From an optimization exercise on the open Yosys and OpenROAD flow, aimed at small area, a short achievable clock period and few clock cycles; shortcuts taken in it are not production practice.
At most, simulation tests tie the RTL to the original design; equivalence was not proved.
For runs 1 to 5, only the layout was checked, not whether the RTL still works.
Power is estimated from default activity; no workload was simulated.

===== design.v =====
`timescale 1ns / 1ps
module iterative_divider (
    input  wire [16:0] t_in,
    input  wire        a_in,
    input  wire [15:0] v,
    input  wire        mask,       
    input  wire [6:0]  wx,
    input  wire [6:0]  wy,
    input  wire [16:0] accx_in,
    input  wire        satx_in,
    input  wire [15:0] accy_in,
    input  wire        saty_in,
    output wire [16:0] t_out,
    output wire [16:0] accx_out,
    output wire        satx_out,
    output wire [15:0] accy_out,
    output wire        saty_out
);
    wire [17:0] u  = {t_in, a_in};
    wire [18:0] v1 = {3'b0, v};
    wire [18:0] v2 = {2'b0, v, 1'b0};
    wire [18:0] e1 = {1'b0, u} - v1;
    wire [18:0] e2 = {1'b0, u} - v2;
    wire [18:0] na = ~v1;
    wire [18:0] nb = ~v2;
    wire [18:0] uu = {1'b0, u};
    wire [18:0] cs_s = uu ^ na ^ nb;
    wire [18:0] cs_c = {(uu[17:0] & na[17:0]) | (uu[17:0] & nb[17:0]) | (na[17:0] & nb[17:0]), 1'b0};
    wire [18:0] e3 = cs_s + cs_c + 19'd2;
    wire g1 = ~e1[18];
    wire g2 = ~e2[18];
    wire g3 = ~e3[18];
    wire s3 = g3;
    wire s2 = g2 & ~g3;
    wire s1 = g1 & ~g2;
    wire s0 = ~g1;
    wire [15:0] r = ({16{s3}} & e3[15:0]) | ({16{s2}} & e2[15:0]) |
                    ({16{s1}} & e1[15:0]) | ({16{s0}} & u[15:0]);
    assign t_out = {r, 1'b0};
    wire m = ~mask;
    horner4 #(.W(17)) hx (
        .acc(accx_in), .sat(satx_in), .w(wx),
        .s0(s0 | mask), .s1(s1 & m), .s2(s2 & m), .s3(s3 & m),
        .acc_out(accx_out), .sat_out(satx_out));
    horner4 #(.W(16)) hy (
        .acc(accy_in), .sat(saty_in), .w(wy),
        .s0(s0 | mask), .s1(s1 & m), .s2(s2 & m), .s3(s3 & m),
        .acc_out(accy_out), .sat_out(saty_out));
endmodule
module horner4 #(
    parameter W = 17
) (
    input  wire [W-1:0] acc,
    input  wire         sat,
    input  wire [6:0]   w,
    input  wire         s0, s1, s2, s3,
    output wire [W-1:0] acc_out,
    output wire         sat_out
);
    localparam H = W - 7;                     
    wire [8:0]   w1 = {2'b0, w};
    wire [8:0]   w2 = {1'b0, w, 1'b0};
    wire [8:0]   w3 = w1 + w2;
    wire [7:0]   l1 = {1'b0, acc[6:0]} + {3'b0, w1[8:2]};
    wire [7:0]   l2 = {1'b0, acc[6:0]} + {2'b0, w2[8:2]};
    wire [7:0]   l3 = {1'b0, acc[6:0]} + {1'b0, w3[8:2]};
    wire [H-1:0] hi  = acc[W-1:7];
    wire [H-1:0] hi1 = hi + 1'b1;
    wire top = |hi[H-1:H-2];
    wire all1 = &hi[H-3:0];
    wire [W-1:0] c0 = {hi[H-3:0], acc[6:0], 2'b00};
    wire [W-1:0] c1 = {l1[7] ? hi1[H-3:0] : hi[H-3:0], l1[6:0], w1[1:0]};
    wire [W-1:0] c2 = {l2[7] ? hi1[H-3:0] : hi[H-3:0], l2[6:0], w2[1:0]};
    wire [W-1:0] c3 = {l3[7] ? hi1[H-3:0] : hi[H-3:0], l3[6:0], w3[1:0]};
    assign acc_out = ({W{s0}} & c0) | ({W{s1}} & c1) | ({W{s2}} & c2) | ({W{s3}} & c3);
    assign sat_out = sat | top | (all1 & ((s1 & l1[7]) | (s2 & l2[7]) | (s3 & l3[7])));
endmodule
`timescale 1ns / 1ps
module physics_engine #(
    parameter SCREEN_WIDTH = 320,
    parameter SCREEN_HEIGHT = 240
    ) (
    input  wire        clk,
    input  wire        resetn,
    input  wire        fire,
    input  wire [15:0] axi_Z_dist,
    input  wire [15:0] axi_arrow_vel,
    input  wire [7:0]  wind_x_in,
    input  wire [7:0]  wind_y_in,
    input  wire [8:0]  aim_x,
    input  wire [7:0]  aim_y,
    output wire        result_valid,
    output reg [8:0]   land_x,
    output reg [7:0]   land_y
);
    function [19:0] norm16;      
        input [15:0] x;
        reg   [15:0] y;
        reg   [3:0]  n;
        begin
            y = x; n = 4'd0;
            if (y[15:8] == 8'd0) begin y = {y[7:0], 8'd0};  n[3] = 1'b1; end
            if (y[15:12] == 4'd0) begin y = {y[11:0], 4'd0}; n[2] = 1'b1; end
            if (y[15:14] == 2'd0) begin y = {y[13:0], 2'd0}; n[1] = 1'b1; end
            if (y[15] == 1'b0)    begin y = {y[14:0], 1'b0}; n[0] = 1'b1; end
            norm16 = {n, y};
        end
    endfunction
    function [4:0] bitlen;
        input [16:0] x;
        integer i;
        begin
            bitlen = 5'd0;
            for (i = 0; i < 17; i = i + 1)
                if (x[i]) bitlen = i + 1;
        end
    endfunction
    wire [19:0] nz = norm16(axi_Z_dist);
    wire [19:0] nv = norm16(axi_arrow_vel);
    wire [5:0]  s  = 6'd8 + {2'b0, nv[19:16]} - {2'b0, nz[19:16]};
    wire        zero_q = ~nv[15] | ~nz[15] | s[5];
    reg         busy;        
    reg         fin;         
    reg  [3:0]  cnt;         
    reg  [16:0] t;
    reg         a;
    reg  [14:0] vn;          
    reg  [6:0]  wxm, wym;
    reg         wxn, wyn;
    reg  [8:0]  ax;
    reg  [7:0]  ay;
    reg  [16:0] accx;
    reg  [15:0] accy;
    reg         satx, saty;
    wire [16:0] t_nx;
    wire [16:0] accx_nx;
    wire [15:0] accy_nx;
    wire        satx_nx, saty_nx;
    iterative_divider core (
        .t_in(t), .a_in(a), .v({1'b1, vn}), .mask(cnt[3]), .wx(wxm), .wy(wym),
        .accx_in(accx), .satx_in(satx), .accy_in(accy), .saty_in(saty),
        .t_out(t_nx), .accx_out(accx_nx), .satx_out(satx_nx),
        .accy_out(accy_nx), .saty_out(saty_nx));
    wire [8:0] tx_in = wind_x_in[7] ? aim_x : SCREEN_WIDTH - aim_x;
    wire [8:0] ty_in = wind_y_in[7] ? {1'b0, aim_y} : SCREEN_HEIGHT - {1'b0, aim_y};
    wire d0x_in = (wind_x_in[6:0] == 7'd0) |
                  (wind_x_in[7] ? (aim_x == 9'd0) : (aim_x >= SCREEN_WIDTH));
    wire d0y_in = (wind_y_in[6:0] == 7'd0) |
                  (wind_y_in[7] ? (aim_y == 8'd0) : ({1'b0, aim_y} >= SCREEN_HEIGHT));
    reg  [3:0] jx, jy;
    reg        d0x, d0y;
    always @(posedge clk) begin
        if (fire) begin
            jx  <= bitlen({8'd0, tx_in}) ;
            jy  <= bitlen({8'd0, ty_in}) ;
            d0x <= d0x_in;
            d0y <= d0y_in;
        end
    end
    wire signed [6:0] ex = $signed({3'b0, jx}) + 7'sd6 - $signed({2'b0, cnt, 1'b0});
    wire signed [6:0] ey = $signed({3'b0, jy}) + 7'sd6 - $signed({2'b0, cnt, 1'b0});
    reg  [16:0] mkx;
    reg  [15:0] mky;
    integer i;
    always @* begin
        for (i = 0; i < 17; i = i + 1) mkx[i] = (ex <= i);
        for (i = 0; i < 16; i = i + 1) mky[i] = (ey <= i);
    end
    wire big_x = satx | (|(accx & mkx));
    wire big_y = saty | (|(accy & mky));
    wire det_x = d0x | big_x;
    wire det_y = d0y | big_y;
    wire det   = det_x & det_y;
    assign result_valid = fin | (busy & det);
    wire [10:0] qx = wxn ? {2'b0, ax} - {2'b0, accx[16:8]} : {2'b0, ax} + {2'b0, accx[16:8]};
    wire [9:0]  qy = wyn ? {2'b0, ay} - {2'b0, accy[15:8]} : {2'b0, ay} + {2'b0, accy[15:8]};
    wire fx = busy & big_x;
    wire fy = busy & big_y;
    wire x_lo = wxn & (satx | fx | qx[10]);
    wire x_hi = ~x_lo & ((~wxn & (satx | fx)) | qx >= SCREEN_WIDTH);
    wire y_lo = wyn & (saty | fy | qy[9]);
    wire y_hi = ~y_lo & ((~wyn & (saty | fy)) | qy >= SCREEN_HEIGHT);
    always @* begin
        land_x = x_lo ? 9'd0 : x_hi ? SCREEN_WIDTH - 1 : qx[8:0];
        land_y = y_lo ? 8'd0 : y_hi ? SCREEN_HEIGHT - 1 : qy[7:0];
    end
    always @(posedge clk) begin
        if (!resetn) begin
            busy <= 1'b0;
            fin  <= 1'b0;
        end else if (fire) begin
            busy <= ~zero_q;
            fin  <= zero_q;
        end else begin
            busy <= busy & ~det & (cnt != 4'd0);
            fin  <= busy & ~det & (cnt == 4'd0);
        end
    end
    always @(posedge clk) begin
        if (fire) begin
            vn   <= nv[14:0];
            wxm  <= wind_x_in[6:0];
            wym  <= wind_y_in[6:0];
            wxn  <= wind_x_in[7];
            wyn  <= wind_y_in[7];
            ax   <= aim_x;
            ay   <= aim_y;
        end
    end
    always @(posedge clk) begin
        if (fire) begin
            t    <= s[0] ? {1'b0, nz[15:0]} : {2'b0, nz[15:1]};
            a    <= ~s[0] & nz[0];
            cnt  <= s[4:1];
            accx <= 17'd0;
            accy <= 16'd0;
            satx <= 1'b0;
            saty <= 1'b0;
        end else begin
            t    <= t_nx;
            a    <= 1'b0;
            cnt  <= cnt - 4'd1;
            accx <= accx_nx;
            accy <= accy_nx;
            satx <= satx_nx;
            saty <= saty_nx;
        end
    end
endmodule

===== run.sh =====
#!/bin/bash
# synth_recipe.tcl (not shown) runs the flow's synth.tcl, then flattens the netlist and writes it again
# the make line also repeats each setting of config.mk as NAME=value (left out here)
make -C /OpenROAD-flow-scripts/flow DESIGN_CONFIG=/design/flow/config.mk WORK_HOME=/design/flow/orfs CLKGATE_MAP_FILE= SYNTH_SCRIPT=/design/flow/synth_recipe.tcl finish

===== config.mk =====
export PLATFORM = sky130hd
export DESIGN_NAME = physics_engine
export DESIGN_NICKNAME = physics_engine
export VERILOG_FILES = /design/flow/design.v
export SDC_FILE = /design/flow/constraint.sdc
export NUM_CORES = 4
export LEC_CHECK = 0
export ABC_CLOCK_PERIOD_IN_PS = 3500
export CAP_MARGIN = 20
export CORE_MARGIN = 2
export CORE_UTILIZATION = 40
export SETUP_SLACK_MARGIN = 1.0
export SLEW_MARGIN = 20

===== constraint.sdc =====
create_clock -name core_clock -period 6.0 [get_ports {clk}]
set_input_delay 1.2000 -clock core_clock [delete_from_list [all_inputs] [get_ports {clk}]]
set_output_delay 1.2000 -clock core_clock [all_outputs]
set_load 0.01 [all_outputs]

==> notes.md, run 1 <==
synthesized cell area 14000 µm²; via count 13200; origin of the critical flop-to-flop path vn[1]$_DFFE_PP_; Clock Sinks 117; Total Power 8080 µW; most used flip-flop cell after synthesis sky130_fd_sc_hd__dfxtp_1; number of different library cells in the post-synthesis netlist 88; number of top-level design ports 86; die footprint 36600 µm²; unrepaired setup endpoints after global routing yes; Synth Area per Inst 8.20 µm²; startpoint kind of the worst setup timing path register; setup ws final 1.06 ns; IO buf count 85; total half-perimeter wirelength after legalization and detailed placement 31000 µm; number of cells produced by synthesis 1711; via count of the first global-routing pass 12900; worst setup path startpoint jy[1]$_SDFFCE_PP0P_; top cells by area in the synthesized netlist sky130_fd_sc_hd__ha_1 (16%), sky130_fd_sc_hd__edfxtp_1 (12%), sky130_fd_sc_hd__dfxtp_1 (8.4%); worst path arrival time 3.74 ns; depth of the worst register-to-register path 15; clock tree from TritonCTS built; type of destination of the critical path output pin; path type of the worst setup path reg -> out; Fin Clk Skew 0.0103 ns; standard-cell row count 68; hold bufs inserted after CTS 0; clock transition at the registers of the reported paths 0.06 ns; Max VDD drop 0.000270 V; overall global routing resource usage 22.0%; Synthesis Warnings 1; cell taking the most area after synthesis sky130_fd_sc_hd__ha_1; initial antenna violation count 1; drt first-iter violations 1013; final period demand of the worst path 4.94 ns; max-cap violation count 0; largest net degree at the start of global routing 73; Setup violations, final 0; count of final max-slew check failures 0; worst setup slack for register-to-register paths 1.39 ns; maximum count of clock buffers along a single path 2; global-route wire length before repair 65100 µm; clock root buffer sky130_fd_sc_hd__clkbuf_16; Num CTS Buffers 17; WL final 40200 µm; result of the run no timing/DRC/antenna violations; share of layout cells above drive strength 1 7.86%; LEAKAGE 0.00679 µW; share of flip-flops with an asynchronous set or reset 0%; Routed Antenna Nets 0; Final #Nets 2074; critical path peak fanout 6; maximum clock frequency 203 MHz; Setup WS pre-CTS 0.659 ns; Initial Utilization 40.6%; total placed cells including tap cells 2214; sequential cell area fraction in the yosys report 20.8%; number of synthesized flops with an enable pin 58; Worst Max-Slew Pin Slew 1.02 ns; top-area cell type share of the netlist area 16.1%; gpl congestion 0.890; Final Cycle Share 82.3%; Synth Register Bits 117; Die Wd 191 µm; Area growth syn-to-layout 16.4%; hold slack final 0.524 ns; relative slew slack 31.8%; detailed-route vias per instance 5.84; WL/cell 17.8 µm; H-Tree Depth 4; path category of the worst min-delay check reg -> reg; startpoint of the worst hold path accx[13]$_SDFF_PP0_; final hold violations 0; required time at the endpoint of the critical path 4.80 ns; DRC violations left 0; termination of the worst setup path land_y[1]; Finished Layout Cells 2262; Core ar. 34500 µm²; number of iterations in the first detailed-routing pass 5; Reg2Reg Capture Point accx[13]$_SDFF_PP0_; Overflow after GRT 0; clock latency on the worst-skew pair 0.42 ns; Die H 191 µm; summed negative setup slack over all endpoints 0 ns; Post-Syn Nets 1992; PwrDens 495 nW/µm²
-- routing by layer --
metal	vias to the layer above	wire length, µm	global-route usage [%]
met5	-	0	0
met4	0	815	6.86
met3	56	1790	3.36
met2	340	19300	37.6
met1	6244	18300	28.4
li1	6572	-	-
-- report_power, final --
part | switching (µW) | internal, µW
Sequential | 248 | 1020
Clock | 393 | 693
Combinational | 3250 | 2480
-- logic make-up (layout without fill, tap and decap cells) --
logic type | Yosys count | after routing | share of synthesized area [%]
AO/OA/AOI/OAI | 573 | 573 | 27.6
XOR/XNOR | 87 | 87 | 5.43
adder cells (fa/ha/maj) | 213 | 213 | 20.7
buffers and inverters | 188 | 283 | 5.13
flip-flops | 117 | 117 | 20.8
multiplexers | 40 | 40 | 3.02
other | 0 | 1 | 0
AND/OR/NAND/NOR | 493 | 493 | 17.3
-- synth_stat cells, types with 13 or more instances --
| cell | instances |
|---|---|
| sky130_fd_sc_hd__nand2b_1 | 30 |
| sky130_fd_sc_hd__fa_1 | 32 |
| sky130_fd_sc_hd__a22oi_1 | 17 |
| sky130_fd_sc_hd__a21o_1 | 40 |
| sky130_fd_sc_hd__clkbuf_1 | 43 |
| sky130_fd_sc_hd__o21bai_1 | 15 |
| sky130_fd_sc_hd__a21oi_1 | 148 |
| sky130_fd_sc_hd__xor2_1 | 28 |
| sky130_fd_sc_hd__dfxtp_1 | 59 |
| sky130_fd_sc_hd__edfxtp_1 | 58 |
| sky130_fd_sc_hd__o31ai_1 | 15 |
| sky130_fd_sc_hd__nor4_1 | 13 |
| sky130_fd_sc_hd__o211ai_1 | 24 |
| sky130_fd_sc_hd__nor3_1 | 37 |
| sky130_fd_sc_hd__or4_1 | 18 |
| sky130_fd_sc_hd__o21a_1 | 19 |
| sky130_fd_sc_hd__inv_1 | 133 |
| sky130_fd_sc_hd__a211oi_1 | 27 |
| sky130_fd_sc_hd__ha_1 | 181 |
| sky130_fd_sc_hd__nor2b_1 | 23 |
| sky130_fd_sc_hd__a31oi_1 | 38 |
| sky130_fd_sc_hd__and3_1 | 19 |
| sky130_fd_sc_hd__mux2i_1 | 33 |
| sky130_fd_sc_hd__a222oi_1 | 18 |
| sky130_fd_sc_hd__nor2_1 | 132 |
| sky130_fd_sc_hd__nand3_1 | 41 |
| sky130_fd_sc_hd__xnor2_1 | 59 |
| sky130_fd_sc_hd__nand2_1 | 125 |
| sky130_fd_sc_hd__o21ai_0 | 98 |
-- through the flow --
| step | util [%] | instance area (µm²) |
|---|---|---|
| floorplan | - | 14000 |
| global placement | 44.5 | 15400 |
| detailed placement | 44.5 | 15400 |
| CTS | 46.8 | 16200 |
| global route | 47.3 | 16300 |
| finish | 47.3 | 16300 |
-- worst max-delay path: stages, from the launching register on --
cell                        delay [ns]
sky130_fd_sc_hd__edfxtp_1         0.37
sky130_fd_sc_hd__inv_2            0.08
sky130_fd_sc_hd__ha_4             0.21
sky130_fd_sc_hd__fa_2             0.51
sky130_fd_sc_hd__nor4b_2          0.23
sky130_fd_sc_hd__o2bb2ai_1        0.15
sky130_fd_sc_hd__a21oi_1          0.12
sky130_fd_sc_hd__o32ai_2          0.30
sky130_fd_sc_hd__o211ai_1         0.15
sky130_fd_sc_hd__buf_4            0.19
sky130_fd_sc_hd__a2111oi_4        0.28
sky130_fd_sc_hd__buf_4            0.17
sky130_fd_sc_hd__buf_4            0.10
sky130_fd_sc_hd__nand2b_1         0.05
sky130_fd_sc_hd__a211o_1          0.29
sky130_fd_sc_hd__clkbuf_2         0.13
-- layout make-up --
class                           count  area, µm²
Antenna cell                        1       2.50
Clock buffer                       19        433
Clock inverter                     13        183
Fill cell                        3400      18200
Inverter                          136        510
Multi-Input combinational cell   1406      10700
Sequential cell                   117       2930
Tap cell                          455        569
Timing Repair Buffer              115       1050
-- sequential cells by signal, summed over array words and instances, names as in the netlist, 4 cells and up --
signal and cells:
wym 7, vn 15, jx 4, accy 16, jy 4, ay 8
wxm 7, accx 17, ax 9, t 17, cnt 4
-- placed cells by master, fill, tap and decap left out, drive strengths merged, types with 8 or more instances in the layout --
| cell | netlist | routed |
|---|---|---|
| o211ai | 24 | 24 |
| a221oi | 10 | 10 |
| nand2 | 125 | 125 |
| mux2i | 33 | 33 |
| nand2b | 30 | 30 |
| xnor2 | 59 | 59 |
| o21a | 19 | 19 |
| and3 | 20 | 20 |
| o21ai | 104 | 104 |
| a22oi | 17 | 17 |
| o31ai | 16 | 16 |
| nor4 | 14 | 14 |
| nor2 | 133 | 133 |
| a21o | 40 | 40 |
| dfxtp | 59 | 59 |
| a222oi | 18 | 18 |
| buf | 9 | 33 |
| ha | 181 | 181 |
| inv | 134 | 134 |
| nand3 | 41 | 41 |
| a31o | 8 | 8 |
| clkdlybuf4s50 | 0 | 66 |
| o31a | 11 | 11 |
| a31oi | 39 | 39 |
| a211oi | 28 | 28 |
| fa | 32 | 32 |
| and2 | 12 | 12 |
| a21oi | 148 | 148 |
| xor2 | 28 | 28 |
| nor2b | 23 | 23 |
| o21bai | 15 | 15 |
| clkbuf | 43 | 24 |
| or4 | 18 | 18 |
| edfxtp | 58 | 58 |
| nor3 | 37 | 37 |
-- worst min path at each step --
stage,end,slack [ns],cells past startpoint
detailed placement,accx[15]$_SDFF_PP0_,0.52,2
global placement,accx[15]$_SDFF_PP0_,0.51,2
CTS,accx[15]$_SDFF_PP0_,0.53,2
floorplan,accy[9]$_SDFF_PP0_,0.48,2
global route,accx[15]$_SDFF_PP0_,0.55,2
finish,accx[15]$_SDFF_PP0_,0.52,2
-- repair_timing --
| action | in CTS | in global routing |
|---|---|---|
| cloned | 0 | 0 |
| setup endpoints to repair | 26 | 30 |
| gates resized for setup | 43 | 43 |
| pin swaps | 10 | 13 |
| buffers inserted | 10 | 5 |
==> inputs of run 2 (changes only) <==
--- a/config.mk
+++ b/config.mk
@@ -5,7 +5,7 @@
 export SDC_FILE = /design/flow/constraint.sdc
 export NUM_CORES = 4
 export LEC_CHECK = 0
-export ABC_CLOCK_PERIOD_IN_PS = 3500
+export ABC_CLOCK_PERIOD_IN_PS = 4500
 export CAP_MARGIN = 20
 export CORE_MARGIN = 2
 export CORE_UTILIZATION = 40
==> notes.md, run 2 <==
total half-perimeter wirelength after legalization and detailed placement 31000 µm (unchanged); number of top-level design ports 86 (unchanged); most frequent cells in the layout sky130_fd_sc_hd__ha_1 (173), sky130_fd_sc_hd__a21oi_1 (146), sky130_fd_sc_hd__nor2_1 (132) (unchanged); max-cap violation count 0 (unchanged); final period demand of the worst path 4.94 ns (unchanged); Final #Nets 2074 (unchanged); via count of the first global-routing pass 12900 (unchanged); number of different library cells in the post-synthesis netlist 88 (unchanged); Synth Register Bits 117 (unchanged); critical path peak fanout 6 (unchanged); clock root buffer sky130_fd_sc_hd__clkbuf_16 (unchanged); Routed Antenna Nets 0 (unchanged); synthesized cell area 14000 µm² (unchanged); number of synthesized flops with an enable pin 58 (unchanged); Register Area 2930 µm² (unchanged); Clock Sinks 117 (unchanged); area of combinational cells with multiple inputs 10700 µm² (unchanged); top-area cell type share of the netlist area 16.1% (unchanged); share of layout cells above drive strength 1 7.86% (unchanged); Die H 191 µm (unchanged); relative slew slack 31.8% (unchanged); most frequent cells after synthesis sky130_fd_sc_hd__ha_1 (181), sky130_fd_sc_hd__a21oi_1 (148), sky130_fd_sc_hd__inv_1 (133) (unchanged); clock latency on the worst-skew pair 0.42 ns (about the same); slowest CP cell sky130_fd_sc_hd__fa_2 (unchanged); maximum count of clock buffers along a single path 2 (unchanged); Total Power 8080 µW (unchanged); count of final max-slew check failures 0 (unchanged); via count 13200 (unchanged); post-synthesis share of cell area spent on xor and xnor gates 5.43% (unchanged); Fin Clk Skew 0.0103 ns (unchanged); top cells by area in the synthesized netlist sky130_fd_sc_hd__ha_1 (16%), sky130_fd_sc_hd__edfxtp_1 (12%), sky130_fd_sc_hd__dfxtp_1 (8.4%) (unchanged); cell type group with the largest total delay on the critical path compound AO/OA/AOI/OAI gates (unchanged); Buffers & Inverters on Critical Path 5 (unchanged); IO buf count 85 (unchanged); startpoint kind of the worst setup timing path register (unchanged); type of destination of the critical path output pin (unchanged); DRC violations left 0 (unchanged); worst setup slack for register-to-register paths 1.39 ns (about the same); LEAKAGE 0.00679 µW (unchanged); largest net degree at the start of global routing 73 (unchanged); Area growth syn-to-layout 16.4% (unchanged); Num CTS Buffers 17 (unchanged); H-Tree Depth 4 (unchanged); dominant combinational cell family by area after synthesis compound AO/OA/AOI/OAI gates (unchanged); synthesized-area fraction occupied by adder cells 20.7% (unchanged); summed negative setup slack over all endpoints 0 ns (unchanged); Max VDD drop 0.000270 V (unchanged); WL/cell 17.8 µm (unchanged); share of flip-flops with an asynchronous set or reset 0% (unchanged); initial antenna violation count 1 (unchanged); worst path arrival time 3.74 ns (about the same); PwrDens 495 nW/µm² (unchanged); number of cells produced by synthesis 1711 (unchanged); clock tree from TritonCTS built (unchanged); Filler cells 3400 (unchanged); Worst Max-Slew Pin Slew 1.02 ns (unchanged); die footprint 36600 µm² (unchanged); final hold violations 0 (unchanged); clock transition at the registers of the reported paths 0.06 ns (about the same); gpl congestion 0.890 (unchanged); library cell with the highest instance count after synthesis sky130_fd_sc_hd__ha_1 (unchanged); Die Wd 191 µm (unchanged); Synthesis Warnings 1 (unchanged); Final Cycle Share 82.3% (unchanged); number of iterations in the first detailed-routing pass 5 (unchanged); result of the run no timing/DRC/antenna violations (unchanged); most used flip-flop cell after synthesis sky130_fd_sc_hd__dfxtp_1 (unchanged); Synth Area per Inst 8.20 µm² (unchanged); maximum clock frequency 203 MHz (unchanged); Cell Chain, Critical Path inv_2 -> ha_4 -> fa_2 -> nor4b_2 -> o2bb2ai_1 -> a21oi_1 -> o32ai_2 -> o211ai_1 -> buf_4 -> a2111oi_4 -> buf_4 -> buf_4 -> nand2b_1 -> a211o_1 -> clkbuf_2 (unchanged); WL final 40200 µm (unchanged); Core ar. 34500 µm² (unchanged); simple-gate area share of the yosys netlist 17.3% (unchanged); path category of the worst min-delay check reg -> reg (unchanged); worst stage delay on the critical path 0.51 ns (about the same); overall global routing resource usage 22.0% (unchanged); drt first-iter violations 1013 (unchanged); Post-Syn Nets 1992 (unchanged); global-route wire length before repair 65100 µm (unchanged); sequential cell area fraction in the yosys report 20.8% (unchanged); most frequent standard cell in the layout excluding fill and tap cells sky130_fd_sc_hd__ha_1 (unchanged); Setup violations, final 0 (unchanged); share of the synthesized area in compound gates (AO/OA/AOI/OAI) 27.6% (unchanged); detailed-route vias per instance 5.84 (unchanged); unrepaired setup endpoints after global routing yes (unchanged); largest registers accx (17), t (17), accy (16) (unchanged); path type of the worst setup path reg -> out (unchanged); Initial Utilization 40.6% (unchanged); portion of netlist area occupied by mux cells 3.02% (unchanged); required time at the endpoint of the critical path 4.80 ns (about the same); most numerous cell on the critical path sky130_fd_sc_hd__buf_4 (unchanged); standard-cell row count 68 (unchanged); Overflow after GRT 0 (unchanged); cell taking the most area after synthesis sky130_fd_sc_hd__ha_1 (unchanged)
## run 2: cell counts after synthesis
No cell type changed its count.
## run 2: repair_timing
action,CTS,global route
pin swaps,10,13
gates cloned,0,0
setup endpoints to repair,26,30
gates resized for setup,43,43
setup buffers,10,5
hold buffers,0,0
## run 2: cells by family after synthesis
kind of cell	count (synthesis)
DFF	117
xor gates and xnor gates	87
muxes	40
and+or+nand+nor	493
adders and majority gates	213
AOI/OAI and AO/OA	573
buffers and inverters	188
## run 2: worst reg2reg max path: cells and delay by family, from the launching register on
| family | cells | cell delay (ns) |
|---|---|---|
| compound gates | 5 | 1.20 |
| fa+ha+maj | 4 | 1.37 |
| buf+inv | 3 | 0.65 |
| flops | 1 | 0.36 |
| mux | 1 | 0.40 |
| simple gates | 2 | 0.54 |
## run 2: where the power goes
group          total (µW)  internal [µW]  switching (µW)
registers            1270           1020             248
clock network        1090            693             393
logic                5730           2480            3250
## run 2: worst paths after layout
path                         endpoint  cells after the start                 from
setup / recovery            land_y[1]                     15  jy[1]$_SDFFCE_PP0P_
hold / removal    accx[15]$_SDFF_PP0_                      2  accx[13]$_SDFF_PP0_
setup reg to reg  accx[13]$_SDFF_PP0_                     15      vn[1]$_DFFE_PP_
hold reg to reg   accx[15]$_SDFF_PP0_                      2  accx[13]$_SDFF_PP0_
## run 2: layout make-up
class	instances	share of cell area, %
Tap cell	455	3.48
Multi-Input combinational cell	1406	65.3
Antenna cell	1	0.0153
Clock inverter	13	1.12
Clock buffer	19	2.65
Timing Repair Buffer	115	6.41
Inverter	136	3.12
Sequential cell	117	17.9
## run 2: per-stage QoR
step | setup WS (ns) | hold WS [ns] | cell area (µm²) | cells | util [%]
after global routing | 0.897 | 0.546 | 16300 | 2262 | 47.3
final | 1.06 | 0.524 | 16300 | 2262 | 47.3
after detailed placement | 0.659 | 0.520 | 15400 | 2214 | 44.5
after floorplan | 1.46 | 0.477 | 14000 | 1711 | -
after global placement | 0.828 | 0.513 | 15400 | 2214 | 44.5
after CTS | 0.921 | 0.526 | 16200 | 2256 | 46.8
## run 2: layer usage
layer	part of all wire, %	GRT usage [%]	up-vias	wire [µm]
li1	-	-	6572	-
met1	46	28.4	6244	18300
met2	48	37.6	340	19300
met3	4.5	3.36	56	1790
met4	2.0	6.86	0	815
met5	0	0	-	0
==> inputs of run 3 (changes only) <==
--- a/config.mk
+++ b/config.mk
@@ -5,9 +5,9 @@
 export SDC_FILE = /design/flow/constraint.sdc
 export NUM_CORES = 4
 export LEC_CHECK = 0
-export ABC_CLOCK_PERIOD_IN_PS = 4500
+export ABC_CLOCK_PERIOD_IN_PS = 3500
 export CAP_MARGIN = 20
 export CORE_MARGIN = 2
 export CORE_UTILIZATION = 40
-export SETUP_SLACK_MARGIN = 1.0
+export SETUP_SLACK_MARGIN = 0.7
 export SLEW_MARGIN = 20
==> notes.md, run 3 <==
final period demand of the worst path 5.35 ns (was 4.94 ns); number of synthesized flops with an enable pin 58 (unchanged); total half-perimeter wirelength after legalization and detailed placement 31000 µm (unchanged); overall global routing resource usage 21.8% (was 22.0%); internal power component 4130 µW (was 4190 µW); clock root buffer sky130_fd_sc_hd__clkbuf_16 (unchanged); Area growth syn-to-layout 15.3% (was 16.4%); most used flip-flop cell after synthesis sky130_fd_sc_hd__dfxtp_1 (unchanged); die footprint 36600 µm² (unchanged); Fin Clk Skew 0.00975 ns (was 0.0103 ns); Finished Layout Cells 2254 (was 2262); via count 13200 (about the same); number of iterations in the first detailed-routing pass 5 (unchanged); share of flip-flops with an asynchronous set or reset 0% (unchanged); detailed-route vias per instance 5.84 (about the same); drt first-iter violations 1008 (was 1013); Setup WS pre-CTS 0.659 ns (unchanged); standard-cell row count 68 (unchanged); setup ws final 0.655 ns (was 1.06 ns); Overflow after GRT 0 (unchanged); Routed Antenna Nets 0 (unchanged); Synth Area per Inst 8.20 µm² (unchanged); H-Tree Depth 4 (unchanged); DRC violations left 0 (unchanged); Post-Syn Nets 1992 (unchanged); worst stage delay on the critical path 0.55 ns (was 0.51 ns); area of combinational cells with multiple inputs 10500 µm² (was 10700 µm²); Combinational Power Share 70.5% (was 70.9%); worst path arrival time 4.15 ns (was 3.74 ns); most frequent standard cell in the layout excluding fill and tap cells sky130_fd_sc_hd__ha_1 (unchanged); largest net degree at the start of global routing 73 (unchanged); unrepaired setup endpoints after global routing yes (unchanged); max-cap violation count 0 (unchanged); Register Area 2930 µm² (about the same); top-area cell type share of the netlist area 16.1% (unchanged); Setup violations, final 0 (unchanged); via count of the first global-routing pass 12700 (was 12900); maximum clock frequency 187 MHz (was 203 MHz); initial antenna violation count 1 (unchanged); count of final max-slew check failures 0 (unchanged); relative contribution of sequential cells to total power 15.9% (was 15.7%); clock transition at the registers of the reported paths 0.06 ns (about the same); cell taking the most area after synthesis sky130_fd_sc_hd__ha_1 (unchanged); most frequent cells in the layout sky130_fd_sc_hd__ha_1 (178), sky130_fd_sc_hd__a21oi_1 (146), sky130_fd_sc_hd__inv_1 (133) (was sky130_fd_sc_hd__ha_1 (173), sky130_fd_sc_hd__a21oi_1 (146), sky130_fd_sc_hd__nor2_1 (132)); WL/cell 17.7 µm (was 17.8 µm); critical path peak fanout 7 (was 6); Die H 191 µm (unchanged); number of top-level design ports 86 (unchanged); slowest CP cell sky130_fd_sc_hd__clkdlybuf4s50_1 (was sky130_fd_sc_hd__fa_2); Initial Utilization 40.6% (unchanged); result of the run no timing/DRC/antenna violations (unchanged); total placed cells including tap cells 2214 (unchanged); WL final 39900 µm (was 40200 µm); Cell Chain, Critical Path inv_1 -> ha_1 -> ha_2 -> xor2_1 -> nor4_2 -> a21oi_1 -> o32ai_2 -> o211ai_1 -> buf_4 -> a2111oi_4 -> o21ba_2 -> a21oi_1 -> clkdlybuf4s50_1 (was inv_2 -> ha_4 -> fa_2 -> nor4b_2 -> o2bb2ai_1 -> a21oi_1 -> o32ai_2 -> o211ai_1 -> buf_4 -> a2111oi_4 -> buf_4 -> buf_4 -> nand2b_1 -> a211o_1 -> clkbuf_2); maximum count of clock buffers along a single path 2 (unchanged); sequential cell area fraction in the yosys report 20.8% (unchanged); clock network power share 13.7% (was 13.4%); Final #Nets 2066 (was 2074); path type of the worst setup path reg -> out (unchanged); Buffers & Inverters on Critical Path 3 (was 5); type of destination of the critical path output pin (unchanged); most frequent cells after synthesis sky130_fd_sc_hd__ha_1 (181), sky130_fd_sc_hd__a21oi_1 (148), sky130_fd_sc_hd__inv_1 (133) (unchanged); Final Cycle Share 89.1% (was 82.3%); clock latency on the worst-skew pair 0.42 ns (about the same); final hold violations 0 (unchanged); LEAKAGE 0.00677 µW (was 0.00679 µW); gpl congestion 0.890 (unchanged); number of different library cells in the post-synthesis netlist 88 (unchanged); PwrDens 491 nW/µm² (was 495 nW/µm²); Num CTS Buffers 17 (unchanged); library cell with the highest instance count after synthesis sky130_fd_sc_hd__ha_1 (unchanged); most numerous cell on the critical path sky130_fd_sc_hd__a21oi_1 (was sky130_fd_sc_hd__buf_4); cell type group with the largest total delay on the critical path compound AO/OA/AOI/OAI gates (unchanged); share of layout cells above drive strength 1 6.12% (was 7.86%); Max VDD drop 0.000269 V (was 0.000270 V); Die Wd 191 µm (unchanged); P_sw 3820 µW (was 3900 µW); path category of the worst min-delay check reg -> reg (unchanged); top cells by area in the synthesized netlist sky130_fd_sc_hd__ha_1 (16%), sky130_fd_sc_hd__edfxtp_1 (12%), sky130_fd_sc_hd__dfxtp_1 (8.4%) (unchanged); relative slew slack 32.2% (was 31.8%); global-route wire length before repair 64500 µm (was 65100 µm); Synth Register Bits 117 (unchanged); Synthesis Warnings 1 (unchanged); Clock Sinks 117 (unchanged); startpoint kind of the worst setup timing path register (unchanged); hold slack final 0.523 ns (was 0.524 ns); IO buf count 85 (unchanged); Filler cells 3408 (was 3400); synthesized cell area 14000 µm² (unchanged); required time at the endpoint of the critical path 4.80 ns (about the same); number of cells produced by synthesis 1711 (unchanged); proportion of total power due to net switching 48.1% (was 48.2%); largest registers accx (17), t (17), accy (16) (unchanged); post-route core utilization 46.8% (was 47.3%); summed negative setup slack over all endpoints 0 ns (unchanged); clock tree from TritonCTS built (unchanged); Worst Max-Slew Pin Slew 1.01 ns (was 1.02 ns); Core ar. 34500 µm² (unchanged)
## run 3: power groups by stage
stage,sequential [µW],clock (µW),combinational [µW]
after global routing,1290,1140,6200
after detailed placement,1270,0,5370
after global placement,1270,0,5310
after floorplan,1170,0,4020
final,1260,1090,5600
after CTS,1260,1100,5490
## run 3: path summary, 6_finish.rpt
path | startpoint | endpoint | slack [ns] | cells past startpoint
worst max register to register | vn[1]$_DFFE_PP_ | accx[14]$_SDFF_PP0_ | 1.19 | 15
worst max-delay path | cnt[2]$_DFF_P_ | land_y[0] | 0.65 | 13
worst min register to register | accx[13]$_SDFF_PP0_ | accx[15]$_SDFF_PP0_ | 0.52 | 2
worst min-delay path | accx[13]$_SDFF_PP0_ | accx[15]$_SDFF_PP0_ | 0.52 | 2
## run 3: layout make-up
| type | instances | share of cell area (%) |
|---|---|---|
| tap | 455 | 3.52 |
| antenna | 1 | 0.0155 |
| inverter | 136 | 3.16 |
| multi-input combinational | 1406 | 65.1 |
| timing repair buffer | 107 | 6.36 |
| clock inverter | 13 | 1.13 |
| clock buffer | 19 | 2.68 |
| sequential | 117 | 18.1 |
## run 3: layer usage
| metal | vias to the layer above | GRT usage (%) | part of all wire, % |
|---|---|---|---|
| met3 | 42 | 3.12 | 4.2 |
| met1 | 6252 | 28.4 | 46 |
| met2 | 333 | 37.5 | 48 |
| met5 | - | 0 | 0 |
| met4 | 0 | 6.07 | 1.6 |
| li1 | 6545 | - | - |
## run 3: worst min-delay path, stage by stage, from the launching register on
cell,delay [ns]
sky130_fd_sc_hd__dfxtp_1,0.34
sky130_fd_sc_hd__nand2_1,0.07
sky130_fd_sc_hd__o21ai_1,0.06
## run 3: what timing repair did
action / 4_1_cts / 5_1_grt
pin swaps: 4 / 4
resized for setup: 12 / 20
buffers inserted: 4 / 2
endpoints found under the hold margin: 0 / 0
hold buffers: 0 / 0
setup endpoints to repair: 18 / 17
## run 3: through the flow
step                      instance area [µm²]  total power, µW
after CTS                               16100             7850
after detailed placement                15400             6640
after global placement                  15400             6580
final                                   16200             7950
after global routing                    16200             8640
after floorplan                         14000             5190
## run 3: kinds of logic (layout without fill, tap and decap cells)
group / count (synthesis) / in the layout / synth area share, %
simple gates: 493 / 493 / 17.3
xor+xnor: 87 / 87 / 5.43
compound gates: 573 / 573 / 27.6
other cells: 0 / 1 / 0
buf+inv: 188 / 275 / 5.13
fa+ha+maj: 213 / 213 / 20.7
mux: 40 / 40 / 3.02
flops: 117 / 117 / 20.8
==> inputs of run 4 (changes only) <==
--- a/design.v
+++ b/design.v
@@ -170,16 +170,22 @@
     wire big_y = saty | (|(accy & mky));
     wire det_x = d0x | big_x;
     wire det_y = d0y | big_y;
-    wire det   = det_x & det_y;
-    assign result_valid = fin | (busy & det);
+    reg  done;
+    always @(posedge clk) begin
+        if (!resetn)
+            done <= 1'b0;
+        else if (fire)
+            done <= d0x_in & d0y_in;
+        else
+            done <= busy & ~done & det_x & det_y;
+    end
+    assign result_valid = fin | (busy & done);
     wire [10:0] qx = wxn ? {2'b0, ax} - {2'b0, accx[16:8]} : {2'b0, ax} + {2'b0, accx[16:8]};
     wire [9:0]  qy = wyn ? {2'b0, ay} - {2'b0, accy[15:8]} : {2'b0, ay} + {2'b0, accy[15:8]};
-    wire fx = busy & big_x;
-    wire fy = busy & big_y;
-    wire x_lo = wxn & (satx | fx | qx[10]);
-    wire x_hi = ~x_lo & ((~wxn & (satx | fx)) | qx >= SCREEN_WIDTH);
-    wire y_lo = wyn & (saty | fy | qy[9]);
-    wire y_hi = ~y_lo & ((~wyn & (saty | fy)) | qy >= SCREEN_HEIGHT);
+    wire x_lo = wxn & (satx | qx[10]);
+    wire x_hi = ~x_lo & ((~wxn & satx) | qx >= SCREEN_WIDTH);
+    wire y_lo = wyn & (saty | qy[9]);
+    wire y_hi = ~y_lo & ((~wyn & saty) | qy >= SCREEN_HEIGHT);
     always @* begin
         land_x = x_lo ? 9'd0 : x_hi ? SCREEN_WIDTH - 1 : qx[8:0];
         land_y = y_lo ? 8'd0 : y_hi ? SCREEN_HEIGHT - 1 : qy[7:0];
@@ -192,8 +198,8 @@
             busy <= ~zero_q;
             fin  <= zero_q;
         end else begin
-            busy <= busy & ~det & (cnt != 4'd0);
-            fin  <= busy & ~det & (cnt == 4'd0);
+            busy <= busy & ~done & (cnt != 4'd0);
+            fin  <= busy & ~done & (cnt == 4'd0);
         end
     end
     always @(posedge clk) begin
@@ -222,8 +228,8 @@
             cnt  <= cnt - 4'd1;
             accx <= accx_nx;
             accy <= accy_nx;
-            satx <= satx_nx;
-            saty <= saty_nx;
+            satx <= satx_nx | big_x;
+            saty <= saty_nx | big_y;
         end
     end
 endmodule
--- a/config.mk
+++ b/config.mk
@@ -9,5 +9,5 @@
 export CAP_MARGIN = 20
 export CORE_MARGIN = 2
 export CORE_UTILIZATION = 40
-export SETUP_SLACK_MARGIN = 0.7
+export SETUP_SLACK_MARGIN = 1.0
 export SLEW_MARGIN = 20
==> notes.md, run 4 <==
synthesized cell area 13900 µm² (was 14000 µm²); clock root buffer sky130_fd_sc_hd__clkbuf_16 (unchanged); final hold violations 0 (unchanged); startpoint kind of the worst setup timing path register (unchanged); GRT met1 Usage 27.7% (was 28.4%); path category of the worst min-delay check reg -> reg (unchanged); overall global routing resource usage 22.1% (was 21.8%); Overflow after GRT 0 (unchanged); Filler cells 3372 (was 3408); largest registers accx (17), t (17), accy (16) (unchanged); clock transition at the registers of the reported paths 0.06 ns (about the same); Crit. path cell count 11 (was 13); result of the run no timing/DRC/antenna violations (unchanged); origin of the critical flop-to-flop path vn[1]$_DFFE_PP_ (unchanged); busiest grt layer met2 (unchanged); Setup violations, final 0 (unchanged); relative slew slack 33.8% (was 32.2%); detailed-route vias per instance 5.77 (was 5.84); top-area cell type share of the netlist area 16.3% (was 16.1%); summed negative setup slack over all endpoints 0 ns (unchanged); most frequent cells after synthesis sky130_fd_sc_hd__ha_1 (181), sky130_fd_sc_hd__inv_1 (155), sky130_fd_sc_hd__a21oi_1 (150) (was sky130_fd_sc_hd__ha_1 (181), sky130_fd_sc_hd__a21oi_1 (148), sky130_fd_sc_hd__inv_1 (133)); path type of the worst setup path reg -> out (unchanged); most frequent cells in the layout sky130_fd_sc_hd__ha_1 (180), sky130_fd_sc_hd__inv_1 (155), sky130_fd_sc_hd__a21oi_1 (143) (was sky130_fd_sc_hd__ha_1 (178), sky130_fd_sc_hd__a21oi_1 (146), sky130_fd_sc_hd__inv_1 (133)); via count 13000 (was 13200); Cell Chain, Critical Path ha_1 -> nor2b_1 -> o21ai_1 -> a21oi_1 -> o21a_1 -> o21ai_0 -> a221oi_2 -> or3_1 -> a41oi_2 -> and3_1 -> clkdlybuf4s50_1 (was inv_1 -> ha_1 -> ha_2 -> xor2_1 -> nor4_2 -> a21oi_1 -> o32ai_2 -> o211ai_1 -> buf_4 -> a2111oi_4 -> o21ba_2 -> a21oi_1 -> clkdlybuf4s50_1); IO buf count 85 (unchanged); maximum clock frequency 207 MHz (was 187 MHz); library cell with the highest instance count after synthesis sky130_fd_sc_hd__ha_1 (unchanged); Register Area 2950 µm² (was 2930 µm²); type of destination of the critical path output pin (unchanged); internal power component 3890 µW (was 4130 µW); clock network power share 13.0% (was 13.7%); Num CTS Buffers 17 (unchanged); total half-perimeter wirelength after legalization and detailed placement 31500 µm (was 31000 µm); Synthesis Warnings 1 (unchanged); Final #Nets 2064 (was 2066); Max VDD drop 0.000286 V (was 0.000269 V); Layout Cell Area excl Fill 16100 µm² (was 16200 µm²); via count of the first global-routing pass 12500 (was 12700); unrepaired setup endpoints after global routing no (was yes); count of final max-slew check failures 0 (unchanged); LEAKAGE 0.00679 µW (was 0.00677 µW); top cells by area in the synthesized netlist sky130_fd_sc_hd__ha_1 (16%), sky130_fd_sc_hd__edfxtp_1 (13%), sky130_fd_sc_hd__dfxtp_1 (8.7%) (was sky130_fd_sc_hd__ha_1 (16%), sky130_fd_sc_hd__edfxtp_1 (12%), sky130_fd_sc_hd__dfxtp_1 (8.4%)); Initial Utilization 40.4% (was 40.6%); relative contribution of sequential cells to total power 17.2% (was 15.9%); Final Cycle Share 80.5% (was 89.1%); proportion of total power due to net switching 49.3% (was 48.1%); Worst Max-Slew Pin Slew 0.984 ns (was 1.01 ns); Reg2Reg Capture Point accy[12]$_SDFF_PP0_ (was accx[14]$_SDFF_PP0_); Clock Sinks 118 (was 117); max-cap violation count 0 (unchanged); PwrDens 479 nW/µm² (was 491 nW/µm²); WL/cell 17.9 µm (was 17.7 µm); cell taking the most area after synthesis sky130_fd_sc_hd__ha_1 (unchanged); clock latency on the worst-skew pair 0.44 ns (was 0.42 ns); Fin Clk Skew 0.00989 ns (was 0.00975 ns); sequential cell area fraction in the yosys report 21.2% (was 20.8%); clock tree from TritonCTS built (unchanged); Area growth syn-to-layout 15.6% (was 15.3%); startpoint of the worst hold path a$_SDFF_PN0_ (was accx[13]$_SDFF_PP0_); depth of the worst register-to-register path 18 (was 15); Routed Antenna Nets 0 (unchanged); gpl congestion 0.912 (was 0.890); most used flip-flop cell after synthesis sky130_fd_sc_hd__dfxtp_1 (unchanged); P_sw 3790 µW (was 3820 µW); number of synthesized flops with an enable pin 58 (unchanged); number of different library cells in the post-synthesis netlist 91 (was 88); H-Tree Depth 4 (unchanged); number of top-level design ports 86 (unchanged); standard-cell row count 68 (unchanged); Buffers & Inverters on Critical Path 1 (was 3); Post-Syn Nets 1976 (was 1992); WL final 40200 µm (was 39900 µm); maximum count of clock buffers along a single path 2 (unchanged); share of flip-flops with an asynchronous set or reset 0% (unchanged); most frequent standard cell in the layout excluding fill and tap cells sky130_fd_sc_hd__ha_1 (unchanged); worst setup slack for register-to-register paths 1.31 ns (was 1.19 ns); slowest CP cell sky130_fd_sc_hd__edfxtp_1 (was sky130_fd_sc_hd__clkdlybuf4s50_1); Die Wd 190 µm (was 191 µm); die footprint 36200 µm² (was 36600 µm²); Synth Register Bits 118 (was 117); hold path depth 2 (unchanged); ant diodes 0 (was 1); Die H 190 µm (was 191 µm); Synth Area per Inst 8.19 µm² (was 8.20 µm²); DRC violations left 0 (unchanged); area of combinational cells with multiple inputs 10300 µm² (was 10500 µm²); number of cells produced by synthesis 1695 (was 1711); Combinational Power Share 69.8% (was 70.5%); Global Route met3 Usage 2.93% (was 3.12%); total placed instance area 15300 µm² (was 15400 µm²); initial antenna violation count 0 (was 1); worst stage delay on the critical path 0.52 ns (was 0.55 ns); global-route wire length before repair 64100 µm (was 64500 µm); drt first-iter violations 796 (was 1008); number of iterations in the first detailed-routing pass 5 (unchanged); largest net degree at the start of global routing 67 (was 73); worst path arrival time 3.63 ns (was 4.15 ns); share of layout cells above drive strength 1 6.85% (was 6.12%); cell type group with the largest total delay on the critical path compound AO/OA/AOI/OAI gates (unchanged); final period demand of the worst path 4.83 ns (was 5.35 ns); met2 GRT Util 39.4% (was 37.5%); Endpoint, Worst Hold t[1]$_DFF_P_ (was accx[15]$_SDFF_PP0_); required time at the endpoint of the critical path 4.80 ns (about the same); critical path peak fanout 4 (was 7); Core ar. 34400 µm² (was 34500 µm²)
==> run 4: power groups by stage <==
stage | Clock (µW) | Sequential, µW | Combinational (µW)
2_1_floorplan | 0 | 1200 | 3780
3_3_place_gp | 0 | 1330 | 5120
3_5_place_dp | 0 | 1330 | 5170
4_1_cts | 1010 | 1320 | 5220
5_1_grt | 1040 | 1350 | 5970
6_report | 997 | 1320 | 5370
==> run 4: through the flow <==
stage               std cells  utilization, %  total power [µW]  hold slack (ns)  setup slack (ns)
floorplan                1695               -              4980            0.474              1.43
global route             2251            46.7              8360            0.570              1.00
detailed placement       2213            44.5              6500            0.502             0.615
global placement         2213            44.5              6450            0.497             0.658
CTS                      2245            46.2              7540            0.515              1.02
finish                   2251            46.7              7680            0.513              1.17
==> run 4: timing repair <==
| item | 4_1_cts | 5_1_grt |
|---|---|---|
| gates resized for setup | 5 | 38 |
| setup endpoints to repair | 10 | 37 |
| hold buffers | 0 | 0 |
| setup buffers | 0 | 6 |
| pin swaps | 0 | 6 |
==> run 4: cell type report <==
type	instances	area share, %
repair buffers	115	6.81
multi-input cells	1370	64.0
flip-flops and latches	118	18.4
well taps	455	3.55
inverters	161	3.78
clock buffers	20	2.84
clock inverters	12	0.639
==> run 4: per-layer routing <==
layer	routed length [µm]	up-vias	share of wire, %
met5	0	-	0
met3	1550	56	3.9
li1	-	6463	-
met2	19900	282	50
met4	820	0	2.0
met1	17900	6187	45
==> run 4: worst max-delay path by stage <==
stage                   end               start  slack (ns)
2_1_floorplan  t[9]$_DFF_P_   axi_arrow_vel[12]        1.43
3_3_place_gp   t[9]$_DFF_P_      axi_Z_dist[15]        0.66
3_5_place_dp   t[9]$_DFF_P_      axi_Z_dist[15]        0.62
4_1_cts           land_y[4]  accy[9]$_SDFF_PP0_        1.02
5_1_grt           land_y[4]     ay[1]$_DFFE_PP_        1.00
6_report          land_y[4]     ay[1]$_DFFE_PP_        1.17
==> run 4: cell families (layout without fill, tap and decap cells) <==
group,Yosys count,in the layout,share of synthesized area [%]
fa+ha+maj,213,213,20.9
mux,41,41,3.10
simple gates,478,478,17.2
flops,118,118,21.2
xor+xnor,87,87,5.49
compound gates,551,551,26.3
buf+inv,207,308,5.74
==> run 4: tightest hold or removal path: stages (launching register included) <==
cell                      delay (ns)
sky130_fd_sc_hd__dfxtp_1        0.31
sky130_fd_sc_hd__o21ai_0        0.07
sky130_fd_sc_hd__a31oi_1        0.08
==> inputs of run 5 (changes only) <==
--- a/config.mk
+++ b/config.mk
@@ -9,5 +9,5 @@
 export CAP_MARGIN = 20
 export CORE_MARGIN = 2
 export CORE_UTILIZATION = 40
-export SETUP_SLACK_MARGIN = 1.0
+export SETUP_SLACK_MARGIN = 1.5
 export SLEW_MARGIN = 20
==> notes.md, run 5 <==
unrepaired setup endpoints after global routing yes (was no); final hold violations 0 (unchanged); top-area cell type share of the netlist area 16.3% (unchanged); top cells by area in the synthesized netlist sky130_fd_sc_hd__ha_1 (16%), sky130_fd_sc_hd__edfxtp_1 (13%), sky130_fd_sc_hd__dfxtp_1 (8.7%) (unchanged); largest registers accx (17), t (17), accy (16) (unchanged); Post-Syn Nets 1976 (unchanged); ant diodes 0 (unchanged); detailed-route vias per instance 5.76 (was 5.77); startpoint kind of the worst setup timing path register (unchanged); clock transition at the registers of the reported paths 0.06 ns (about the same); worst stage delay on the critical path 0.47 ns (was 0.52 ns); IO buf count 85 (unchanged); clock latency on the worst-skew pair 0.44 ns (about the same); Num CTS Buffers 17 (unchanged); Synth Area per Inst 8.19 µm² (unchanged); clock tree from TritonCTS built (unchanged); Initial Utilization 40.4% (unchanged); type of destination of the critical path output pin (unchanged); most frequent cells after synthesis sky130_fd_sc_hd__ha_1 (181), sky130_fd_sc_hd__inv_1 (155), sky130_fd_sc_hd__a21oi_1 (150) (unchanged); area of combinational cells with multiple inputs 10500 µm² (was 10300 µm²); initial antenna violation count 0 (unchanged); global-route wire length before repair 66000 µm (was 64100 µm); Register Area 2960 µm² (was 2950 µm²); via count of the first global-routing pass 12700 (was 12500); origin of the critical flop-to-flop path vn[1]$_DFFE_PP_ (unchanged); cell taking the most area after synthesis sky130_fd_sc_hd__ha_1 (unchanged); Synth Register Bits 118 (unchanged); slowest CP cell sky130_fd_sc_hd__edfxtp_1 (unchanged); critical path peak fanout 4 (unchanged); sequential cell area fraction in the yosys report 21.2% (unchanged); Setup WS pre-CTS 0.707 ns (was 0.615 ns); final period demand of the worst path 4.43 ns (was 4.83 ns); total half-perimeter wirelength after legalization and detailed placement 31800 µm (was 31500 µm); maximum clock frequency 226 MHz (was 207 MHz); Max VDD drop 0.000303 V (was 0.000286 V); Total Power 7750 µW (was 7680 µW); gpl congestion 0.900 (was 0.912); LEAKAGE 0.00690 µW (was 0.00679 µW); Fin Clk Skew 0.0155 ns (was 0.00989 ns); Die H 190 µm (unchanged); DRC violations left 0 (unchanged); Cell Chain, Critical Path buf_4 -> fa_2 -> a21oi_2 -> o21bai_1 -> a21oi_1 -> o21bai_1 -> and2_1 -> or3_1 -> o2111a_2 -> a41oi_4 -> buf_6 -> o221ai_2 -> buf_2 (was ha_1 -> nor2b_1 -> o21ai_1 -> a21oi_1 -> o21a_1 -> o21ai_0 -> a221oi_2 -> or3_1 -> a41oi_2 -> and3_1 -> clkdlybuf4s50_1); hold slack final 0.513 ns (about the same); die footprint 36200 µm² (unchanged); count of final max-slew check failures 0 (unchanged); number of top-level design ports 86 (unchanged); maximum count of clock buffers along a single path 2 (unchanged); most frequent cells in the layout sky130_fd_sc_hd__ha_1 (178), sky130_fd_sc_hd__inv_1 (150), sky130_fd_sc_hd__a21oi_1 (135) (was sky130_fd_sc_hd__ha_1 (180), sky130_fd_sc_hd__inv_1 (155), sky130_fd_sc_hd__a21oi_1 (143)); share of layout cells above drive strength 1 11.5% (was 6.85%); H-Tree Depth 4 (unchanged); WL final 41000 µm (was 40200 µm); overall global routing resource usage 22.7% (was 22.1%); standard-cell row count 68 (unchanged); number of synthesized flops with an enable pin 58 (unchanged); result of the run no timing/DRC/antenna violations (unchanged); startpoint of the worst hold path accx[10]$_SDFF_PP0_ (was a$_SDFF_PN0_); Clock Sinks 118 (unchanged); max-cap violation count 0 (unchanged); required time at the endpoint of the critical path 4.80 ns (about the same); Setup violations, final 0 (unchanged); synthesized cell area 13900 µm² (unchanged); via count 13100 (was 13000); post-route core utilization 47.6% (was 46.7%); most numerous cell on the critical path sky130_fd_sc_hd__o21bai_1; PwrDens 474 nW/µm² (was 479 nW/µm²); Final Cycle Share 73.8% (was 80.5%); Final #Nets 2090 (was 2064); number of iterations in the first detailed-routing pass 5 (unchanged); Synthesis Warnings 1 (unchanged); Routed Antenna Nets 0 (unchanged); Worst Max-Slew Pin Slew 0.963 ns (was 0.984 ns); clock root buffer sky130_fd_sc_hd__clkbuf_16 (unchanged); library cell with the highest instance count after synthesis sky130_fd_sc_hd__ha_1 (unchanged); most used flip-flop cell after synthesis sky130_fd_sc_hd__dfxtp_1 (unchanged); setup ws final 1.57 ns (was 1.17 ns); worst path arrival time 3.23 ns (was 3.63 ns); number of cells produced by synthesis 1695 (unchanged); Area growth syn-to-layout 17.9% (was 15.6%); most frequent standard cell in the layout excluding fill and tap cells sky130_fd_sc_hd__ha_1 (unchanged); summed negative setup slack over all endpoints 0 ns (unchanged); share of flip-flops with an asynchronous set or reset 0% (unchanged); path type of the worst setup path reg -> out (unchanged); Filler cells 3404 (was 3372); Overflow after GRT 0 (unchanged); relative slew slack 35.8% (was 33.8%); worst setup path startpoint ay[1]$_DFFE_PP_ (unchanged); drt first-iter violations 681 (was 796); number of different library cells in the post-synthesis netlist 91 (unchanged); Core ar. 34400 µm² (unchanged); Die Wd 190 µm (unchanged); largest net degree at the start of global routing 76 (was 67); path category of the worst min-delay check reg -> reg (unchanged); WL/cell 18.0 µm (was 17.9 µm)
## run 5: final timing paths
| check | endpoint | slack, ns | depth (start not counted) |
|---|---|---|---|
| worst min-delay path | accx[12]$_SDFF_PP0_ | 0.51 | 1 |
| worst max-delay path | land_y[3] | 1.57 | 13 |
| worst min register to register | accx[12]$_SDFF_PP0_ | 0.51 | 1 |
| worst max register to register | accy[12]$_SDFF_PP0_ | 1.70 | 20 |
## run 5: report_power, final
group	internal [µW]	switching (µW)	total, µW
Sequential	1040	268	1300
Combinational	2350	3170	5520
Clock	524	402	927
## run 5: cells by family after synthesis
family / Yosys count / synth area share [%]
adder cells (fa/ha/maj): 213 / 20.9
multiplexers: 41 / 3.10
buffers and inverters: 207 / 5.74
AND/OR/NAND/NOR: 478 / 17.2
XOR/XNOR: 87 / 5.49
flip-flops: 118 / 21.2
AO/OA/AOI/OAI: 551 / 26.3
## run 5: metal layers
| metal | share of wire [%] | up-vias | GRT usage (%) |
|---|---|---|---|
| met4 | 2.7 | 0 | 7.93 |
| met2 | 50 | 289 | 40.6 |
| met3 | 3.6 | 74 | 2.80 |
| met5 | 0 | - | 0 |
| met1 | 43 | 6258 | 28.0 |
| li1 | - | 6487 | - |
## run 5: what timing repair did
action                     CTS  global route
hold buffers                 0             0
buffers inserted            18            17
setup endpoints to repair   61            65
resized for setup           73            88
pin swaps                   13            27
## run 5: area by class of cell
type	count	area share (%)
clock inverter	12	0.497
tap	455	3.48
inverter	161	3.75
clock buffer	20	2.67
sequential	118	18.1
multi-input combinational	1370	64.1
timing repair buffer	141	7.47
## run 5: stage by stage
stage | cells | area [µm²]
final | 2277 | 16400
after global routing | 2277 | 16400
after CTS | 2260 | 16100
after detailed placement | 2210 | 15300
after global placement | 2210 | 15300
after floorplan | 1695 | 13900
## run 5: critical path: cells and delay by family, from the launching register on
kind                     cells  cell delay (ns)
flip-flops                   1             0.47
AO/OA/AOI/OAI                7             0.94
buffers and inverters        3             0.47
adder cells (fa/ha/maj)      1             0.39
AND/OR/NAND/NOR              2             0.51
==> inputs of run 6 (changes only) <==
--- a/design.v
+++ b/design.v
@@ -157,14 +157,14 @@
             d0y <= d0y_in;
         end
     end
-    wire signed [6:0] ex = $signed({3'b0, jx}) + 7'sd6 - $signed({2'b0, cnt, 1'b0});
-    wire signed [6:0] ey = $signed({3'b0, jy}) + 7'sd6 - $signed({2'b0, cnt, 1'b0});
+    wire [5:0] fx = {2'b0, jx} + 6'd22 - {1'b0, cnt, 1'b0};
+    wire [5:0] fy = {2'b0, jy} + 6'd22 - {1'b0, cnt, 1'b0};
     reg  [16:0] mkx;
     reg  [15:0] mky;
     integer i;
     always @* begin
-        for (i = 0; i < 17; i = i + 1) mkx[i] = (ex <= i);
-        for (i = 0; i < 16; i = i + 1) mky[i] = (ey <= i);
+        for (i = 0; i < 17; i = i + 1) mkx[i] = (fx <= i + 16);
+        for (i = 0; i < 16; i = i + 1) mky[i] = (fy <= i + 16);
     end
     wire big_x = satx | (|(accx & mkx));
     wire big_y = saty | (|(accy & mky));
--- a/config.mk
+++ b/config.mk
@@ -8,6 +8,6 @@
 export ABC_CLOCK_PERIOD_IN_PS = 3500
 export CAP_MARGIN = 20
 export CORE_MARGIN = 2
-export CORE_UTILIZATION = 40
+export CORE_UTILIZATION = 50
 export SETUP_SLACK_MARGIN = 1.5
 export SLEW_MARGIN = 20
==> notes.md, run 6 <==
library cell with the highest instance count after synthesis sky130_fd_sc_hd__ha_1 (unchanged); Max VDD drop 0.000307 V (was 0.000303 V); die footprint 29100 µm² (was 36200 µm²); clock latency on the worst-skew pair 0.43 ns (was 0.44 ns); sequential cell area fraction in the yosys report 21.2% (about the same); most numerous cell on the critical path sky130_fd_sc_hd__buf_6 (was sky130_fd_sc_hd__o21bai_1); maximum clock frequency 226 MHz (about the same); WL/cell 17.5 µm (was 18.0 µm); Worst Max-Slew Pin Slew 0.900 ns (was 0.963 ns); share of flip-flops with an asynchronous set or reset 0% (unchanged); DRC violations left 0 (unchanged); number of iterations in the first detailed-routing pass 7 (was 5); path type of the worst setup path reg -> out (unchanged); relative slew slack 39.4% (was 35.8%); slowest CP cell sky130_fd_sc_hd__edfxtp_1 (unchanged); worst path arrival time 3.23 ns (about the same); top-area cell type share of the netlist area 16.3% (about the same); Post-Syn Nets 1968 (was 1976); share of layout cells above drive strength 1 10.0% (was 11.5%); via count 12700 (was 13100); Initial Utilization 51.2% (was 40.4%); PwrDens 458 nW/µm² (was 474 nW/µm²); global-route wire length before repair 62000 µm (was 66000 µm); Final #Nets 2068 (was 2090); required time at the endpoint of the critical path 4.80 ns (about the same); type of destination of the critical path output pin (unchanged); top cells by area in the synthesized netlist sky130_fd_sc_hd__ha_1 (16%), sky130_fd_sc_hd__edfxtp_1 (13%), sky130_fd_sc_hd__dfxtp_1 (8.7%) (unchanged); Clock Sinks 118 (unchanged); critical path peak fanout 5 (was 4); number of synthesized flops with an enable pin 58 (unchanged); unrepaired setup endpoints after global routing yes (unchanged); Core ar. 27100 µm² (was 34400 µm²); largest registers accx (17), t (17), accy (16) (unchanged); summed negative setup slack over all endpoints 0 ns (unchanged); detailed-route vias per instance 5.83 (was 5.76); Num CTS Buffers 17 (unchanged); clock root buffer sky130_fd_sc_hd__clkbuf_16 (unchanged); cell type group with the largest total delay on the critical path compound AO/OA/AOI/OAI gates (unchanged); standard-cell row count 60 (was 68); LEAKAGE 0.00703 µW (was 0.00690 µW); maximum count of clock buffers along a single path 2 (unchanged); largest net degree at the start of global routing 71 (was 76); hold slack final 0.505 ns (was 0.513 ns); Synthesis Warnings 1 (unchanged); H-Tree Depth 4 (unchanged); count of final max-slew check failures 0 (unchanged); Synth Register Bits 118 (unchanged); Fin Clk Skew 0.00857 ns (was 0.0155 ns); Buffers & Inverters on Critical Path 4 (was 3); final period demand of the worst path 4.43 ns (about the same); path category of the worst min-delay check reg -> reg (unchanged); Filler cells 2463 (was 3404); synthesized cell area 13900 µm² (about the same); number of cells produced by synthesis 1687 (was 1695); Cell Chain, Critical Path buf_6 -> fa_2 -> nand2b_1 -> a21oi_2 -> o21ai_2 -> a31oi_2 -> o41ai_2 -> buf_4 -> o21a_1 -> nor3_4 -> buf_6 -> a21oi_4 -> a21oi_1 -> clkbuf_2 (was buf_4 -> fa_2 -> a21oi_2 -> o21bai_1 -> a21oi_1 -> o21bai_1 -> and2_1 -> or3_1 -> o2111a_2 -> a41oi_4 -> buf_6 -> o221ai_2 -> buf_2); clock tree from TritonCTS built (unchanged); WL final 38100 µm (was 41000 µm); overall global routing resource usage 26.5% (was 22.7%); max-cap violation count 0 (unchanged); cell taking the most area after synthesis sky130_fd_sc_hd__ha_1 (unchanged); most frequent cells after synthesis sky130_fd_sc_hd__ha_1 (181), sky130_fd_sc_hd__inv_1 (168), sky130_fd_sc_hd__a21oi_1 (167) (was sky130_fd_sc_hd__ha_1 (181), sky130_fd_sc_hd__inv_1 (155), sky130_fd_sc_hd__a21oi_1 (150)); drt first-iter violations 771 (was 681); startpoint kind of the worst setup timing path register (unchanged); ant diodes 0 (unchanged); initial antenna violation count 0 (unchanged); final hold violations 0 (unchanged); Final Cycle Share 73.9% (was 73.8%); Synth Area per Inst 8.22 µm² (was 8.19 µm²); Area growth syn-to-layout 16.5% (was 17.9%); total half-perimeter wirelength after legalization and detailed placement 29400 µm (was 31800 µm); most frequent cells in the layout sky130_fd_sc_hd__ha_1 (177), sky130_fd_sc_hd__inv_1 (163), sky130_fd_sc_hd__a21oi_1 (152) (was sky130_fd_sc_hd__ha_1 (178), sky130_fd_sc_hd__inv_1 (150), sky130_fd_sc_hd__a21oi_1 (135)); number of top-level design ports 86 (unchanged); post-route core utilization 59.6% (was 47.6%); Setup violations, final 0 (unchanged); most frequent standard cell in the layout excluding fill and tap cells sky130_fd_sc_hd__ha_1 (unchanged); Die H 171 µm (was 190 µm); IO buf count 85 (unchanged); result of the run no timing/DRC/antenna violations (unchanged); via count of the first global-routing pass 12100 (was 12700); most used flip-flop cell after synthesis sky130_fd_sc_hd__dfxtp_1 (unchanged); Die Wd 171 µm (was 190 µm); Routed Antenna Nets 0 (unchanged); number of different library cells in the post-synthesis netlist 88 (was 91); worst stage delay on the critical path 0.44 ns (was 0.47 ns); gpl congestion 0.890 (was 0.900); Overflow after GRT 0 (unchanged); clock transition at the registers of the reported paths 0.06 ns (about the same)
==> run 6: cell families (layout without fill, tap and decap cells) <==
| kind of cell | Yosys count | in the layout | share of synthesized area, % |
|---|---|---|---|
| multiplexers | 42 | 42 | 3.09 |
| adder cells (fa/ha/maj) | 213 | 213 | 20.9 |
| XOR/XNOR | 96 | 96 | 6.06 |
| AO/OA/AOI/OAI | 566 | 566 | 26.8 |
| flip-flops | 118 | 118 | 21.2 |
| buffers and inverters | 217 | 330 | 6.16 |
| AND/OR/NAND/NOR | 435 | 435 | 15.7 |
==> run 6: timing repair <==
action / CTS / global route
pin swaps: 7 / 22
setup buffers: 10 / 19
resized for setup: 34 / 83
hold buffers: 0 / 0
endpoints found under the setup margin: 46 / 70
==> run 6: through the flow <==
step	cell area, µm²	instances	setup slack [ns]	total power (µW)
2_1_floorplan	13900	1687	1.58	4880
3_3_place_gp	15100	2111	0.594	6100
3_5_place_dp	15100	2111	0.466	6150
4_1_cts	15800	2153	1.40	7250
5_1_grt	16200	2172	1.38	8090
6_report	16200	2172	1.57	7400
==> run 6: path summary, 6_finish.rpt <==
check                           start             endpoint  slack (ns)  cells past startpoint
setup / recovery      ax[1]$_DFFE_PP_            land_x[0]        1.57                     14
hold / removal    accx[10]$_SDFF_PP0_  accx[12]$_SDFF_PP0_        0.50                      1
setup reg to reg      vn[6]$_DFFE_PP_         t[3]$_DFF_P_        1.69                     12
hold reg to reg   accx[10]$_SDFF_PP0_  accx[12]$_SDFF_PP0_        0.50                      1
==> run 6: area by class of cell <==
cell class | count | area, µm² | area share, %
well taps | 372 | 465 | 2.88
multi-input cells | 1352 | 10300 | 64.0
clock buffers | 17 | 425 | 2.63
repair buffers | 127 | 1140 | 7.07
clock inverters | 15 | 178 | 1.10
inverters | 171 | 648 | 4.01
flip-flops and latches | 118 | 2950 | 18.3
==> run 6: power by group <==
group          leakage [µW]  switching (µW)  total, µW  internal, µW
Clock              0.000284             410       1060           654
Combinational       0.00568            2890       5050          2150
Sequential          0.00106             268       1290          1030
==> run 6: worst register-to-register path: cells and delay by family, from the launching register on <==
kind	cells	cell delay (ns)
AO/OA/AOI/OAI	5	1.28
AND/OR/NAND/NOR	3	1.24
adder cells (fa/ha/maj)	3	1.17
flip-flops	1	0.46
buffers and inverters	1	0.04
==> run 6: metal layers <==
layer  vias to the layer above  track usage [%]  share of wire (%)
li1                       6397                -                  -
met1                      5990             36.8                 49
met2                       239             43.7                 47
met3                        37             2.89                3.1
met4                         0             7.17                1.8
met5                         -                0                  0
Testbench counts of run 6, summed over its fixed seeds: cycles 8,553.

re-timing with driven ports:
In the flow no input, the clock included, has a driving cell. The finished layouts below were timed again as built, in two steps. Step 1, drivers: a clkbuf_16 drives clk and a buf_2 each remaining input, both assumed. Step 2 adds t to the input delays and takes it off the output delays; t is the mean of the earliest and latest rising clock arrival at the registers after step 1. Input paths then give back, and output paths get back, about the clock's delay inside the block. a / b / c = ideal ports / drivers / drivers and shift; a / b = the first two.
run	shift t [ns]	setup WS [ns]	worst register clock-pin slew, ns	worst slew at a driven data input, ns
run 1	0.472	1.063 / 1.011 / 0.804	0.06 / 0.06	0.08
run 2	0.472	1.063 / 1.011 / 0.804	0.06 / 0.06	0.08
run 3	0.473	0.655 / 0.603 / 0.815	0.06 / 0.06	0.08
run 4	0.484	1.170 / 1.122 / 0.746	0.06 / 0.06	0.04
run 5	0.480	1.575 / 1.523 / 1.225	0.06 / 0.06	0.04
run 6	0.475	1.567 / 1.515 / 1.160	0.06 / 0.06	0.06
After both steps every run listed still meets setup and hold. The setup slack of run 4, which loses most, moves by -0.048 ns with the drivers and by -0.424 ns with both steps.
